What follows belongs to an exercise in optimizing a design on an open flow for small area and a short achievable clock period; a production flow would make more cautious choices.
Only simulation tests tie the RTL to the original design; equivalence was not proved.

## v9
## CHIP
module CHIP(clk,
            rst_n,
            mem_wen_D,
            mem_addr_D,
            mem_wdata_D,
            mem_rdata_D,
            mem_addr_I,
            mem_rdata_I);
    input         clk, rst_n ;
    output        mem_wen_D  ;
    output [31:0] mem_addr_D ;
    output [31:0] mem_wdata_D;
    input  [31:0] mem_rdata_D;
    output [31:0] mem_addr_I ;
    input  [31:0] mem_rdata_I;
    wire [31:0] ins = mem_rdata_I;
    reg  [31:0] PC;
    genvar g;
    wire b6 = ins[6], b5 = ins[5], b4 = ins[4], b3 = ins[3], b2 = ins[2];
    wire isR     = b5 & b4;
    wire isI     = b4 & ~b5 & ~b2;
    wire isAUIPC = b4 & b2;
    wire isLW    = ~b5 & ~b4;
    wire isBR    = b6 & ~b2;
    wire isJAL   = b3;
    wire isJALR  = b6 & b2 & ~b3;
    wire regWrite = b4 | ~b5 | b3;
    assign mem_wen_D = ~b6 & b5 & ~b4;
    wire isMul = isR & ins[25];
    wire isSlt = isI & ins[13];
    wire isAdd = (isR & ~ins[25]) | (isI & ~ins[14] & ~ins[13]);
    wire isSrl, nSrl;                
    srldec dsr(.ins(ins), .srl(isSrl), .nsrl(nSrl));
    wire [4:0] ra = ins[19:15];
    wire [4:0] rb = ins[24:20];
    wire [4:0] rd = ins[11:7];
    reg         ph;
    wire [31:0] wd;
    wire [31:0] wdx = wd ^ {32{ph}};          
    wire [31:1] wen, hold, sel1, sel2;
    wdec  dw(.we(regWrite), .a(rd), .wen(wen), .hold(hold));
    rdec  d1(.a(ra), .sel(sel1));
    rdec  d2(.a(rb), .sel(sel2));
    wire [32*32-1:0] rq;
    assign rq[31:0] = 32'b0;
    generate
        for (g = 1; g < 32; g = g + 1) begin : R
            reg  [31:0] q;
            wire [31:0] d;
            o22ai m[31:0] (.a1(hold[g]), .a2(wdx), .b1(wen[g]), .b2(q), .y(d));
            always @(posedge clk or negedge rst_n) begin
                if (!rst_n)
                    q <= (g == 2) ? 32'hbffffff0 : (g == 3) ? 32'h10008000 : 32'h0;
                else
                    q <= d;
            end
            assign rq[32*g+31:32*g] = q;
        end
    endgenerate
  ...
Size in the first run: roughly 5,200 cells after synthesis, ~1,000 flip-flops, ~160 I/O pins.
Settings: LEC_CHECK=0, CAP_MARGIN=20, CORE_MARGIN=2, CORE_UTILIZATION=40, CTS_CLUSTER_DIAMETER=100, CTS_CLUSTER_SIZE=25, SLEW_MARGIN=20, SYNTH_HIERARCHICAL=1; clock period 80.0 ns.
standard.sh (not shown) runs the stock make flow with config.mk's settings and CLKGATE_MAP_FILE= SYNTH_SCRIPT=/design/flow/synth_recipe.tcl, a recipe that flattens the netlist after the stock synthesis.
==> flow/flow/run.sh <==
#!/bin/bash
# Standard layout (the standard.sh), with timing repair aimed at a larger
# setup slack margin, free gate sizing, and buf_4 port buffers.  The clock
# period and constraints are unchanged.
set -euo pipefail
bash standard.sh SETUP_SLACK_MARGIN=45 MATCH_CELL_FOOTPRINT=0 \
    "BUFFER_PORTS_ARGS=-buffer_cell sky130_fd_sc_hd__buf_4" finish > standard.log 2>&1
Modified inputs, v6 compared to v9
- a change of CORE_UTILIZATION from 40 to 50
- a change of CTS_CLUSTER_SIZE from 25 to 18
- a change of CTS_CLUSTER_DIAMETER from 100 to 80
==> flow/flow/run.sh <==
#!/bin/bash
# Standard layout (the standard.sh), with timing repair aimed at a larger
# setup slack margin, free gate sizing, and buf_2 port buffers.  The clock
# period and constraints are unchanged.
set -euo pipefail
bash standard.sh SETUP_SLACK_MARGIN=44.2 MATCH_CELL_FOOTPRINT=0 \
    "BUFFER_PORTS_ARGS=-buffer_cell sky130_fd_sc_hd__buf_2" finish > standard.log 2>&1
==> comparison <==
[v6] highest fanout seen on the critical path rose 4 relative to v9. Between v6 and v9, final core utilization is higher for v6, v9 comes in under that. Going from v9 to v6, the height of the die was found to have gone down by 10%. Summary of the comparison: total global-route track usage is higher in v6, relative to v9. Total number of multi-input combinational cells across v6 and v9: no real change.
--- input diff v6..v52 ---
- CTS_CLUSTER_SIZE no longer set, was 18
- CORE_UTILIZATION now 40, was 50
- CTS_CLUSTER_DIAMETER no longer set, was 80
==> flow/flow/run.sh <==
#!/bin/bash
# Standard layout (the standard.sh), with timing repair aimed at a larger
# setup slack margin, free gate sizing, and buf_4 port buffers.  The clock
# period and constraints are unchanged.
set -euo pipefail
bash standard.sh SETUP_SLACK_MARGIN=44.2 MATCH_CELL_FOOTPRINT=0 \
    "BUFFER_PORTS_ARGS=-buffer_cell sky130_fd_sc_hd__buf_4" finish > standard.log 2>&1
Findings:
- Higher initial core utilization was reported by v6, not v52.
- v6 has lower width of the chip than v52.
- Per the comparison of v52 with v6, routing usage on met3 dropped 1.7 points, cell count climbed 5.9%, sequential cell count barely changed, total wirelength of the detailed-routed design barely changed.
- v6 reports its slowest library cell on the worst path as nand4_1 while v52 reports xor2_1.
- Looking at largest incremental delay on the critical path across v52 and v6, the one that comes out higher is v52.
- Taking v6 as the reference, in v52 count of plain and timing-repair buffers shows a reduction of 53; die extent in y shows an increase of about 12%.
## Diff of input files: v13 against v52
--- a/flow/flow/run.sh
+++ b/flow/flow/run.sh
@@ -5,3 +5,3 @@
 set -euo pipefail
-bash standard.sh SETUP_SLACK_MARGIN=44.2 MATCH_CELL_FOOTPRINT=0 \
+bash standard.sh SETUP_SLACK_MARGIN=45 MATCH_CELL_FOOTPRINT=0 \
     "BUFFER_PORTS_ARGS=-buffer_cell sky130_fd_sc_hd__buf_4" finish > standard.log 2>&1
[summary]
- Diff v52 -> v13: setup fix buffers added after clock tree synthesis grew by about 180%, area growth from synthesis to layout increased by 3.6 points relative to the old numbers, data arrival time of the critical path went down, max-slew headroom at the worst pin rose 11 points.
- Comparing v13 with v52, the floorplan die area came out essentially unchanged.
- Taking v52 as the reference, in v13 via count increased 967; final design area excluding fillers increased about 3%; later-pin clock latency in the skew report essentially unchanged; minimum period implied by the final worst setup slack decreased 0.048 ns.
### v13 -> v19
- CTS_CLUSTER_DIAMETER: unset -> 100
- CTS_CLUSTER_SIZE: unset -> 25
==> flow/flow/run.sh <==
#!/bin/bash
# Standard layout (the standard.sh), with timing repair aimed at a larger
# setup slack margin, free gate sizing, and buf_2 port buffers.  The clock
# period and constraints are unchanged.
set -euo pipefail
bash standard.sh SETUP_SLACK_MARGIN=44.2 MATCH_CELL_FOOTPRINT=0 \
    "BUFFER_PORTS_ARGS=-buffer_cell sky130_fd_sc_hd__buf_2" finish > standard.log 2>&1
Results
Against v13, global-route wire length before repair in v19 fell by a few percent. mem_rdata_I[17] as the startpoint of the most critical setup path was reported by v19, and mem_rdata_I[15] by v13. Of v19 and v13, the lower HPWL reported at the end of detailed placement belongs to v19. v19 ran to completion and came out clean on the timing, DRC and antenna checks. v19 reports its cell with the largest stage delay on the worst path as nor3_4 while v13 reports nand4_1. Between v19 and v13, the difference in hold slack is negligible.

-- separate check: timing with driven ports --
How much do the figures lean on ideal ports? The routed layouts below were timed once more, with nothing changed but the port constraints. Step 1 sets driving cells, clkbuf_16 on the clock port and buf_2 on the other inputs (assumed; they add their load-dependent delay and slew). Step 2 moves the port delays by t, midway between the first and last clock arrival at a register: inputs arrive t later, outputs are due t later. That takes back most of the time a late clock gives input paths. Slacks: no drivers / after step 1 / after step 2; pairs: no drivers / after step 1.
| run | t (ns) | slack for setup (ns) | clock arrival spread, ns |
|---|---|---|---|
| v9 | 0.766 | 44.245 / 44.056 / 44.056 | 0.066 / 0.067 |
| v6 | 0.767 | 43.930 / 43.738 / 43.738 | 0.050 / 0.050 |
| v52 | 0.819 | 44.088 / 43.904 / 43.904 | 0.040 / 0.041 |
| v13 | 0.816 | 44.136 / 43.906 / 43.906 | 0.063 / 0.063 |
| v19 | 0.752 | 44.078 / 43.896 / 43.896 | 0.056 / 0.056 |
After both steps every run listed still meets setup and hold. For v13, which loses most, drivers alone change the setup slack by -0.230 ns; drivers and shift together by -0.230 ns.
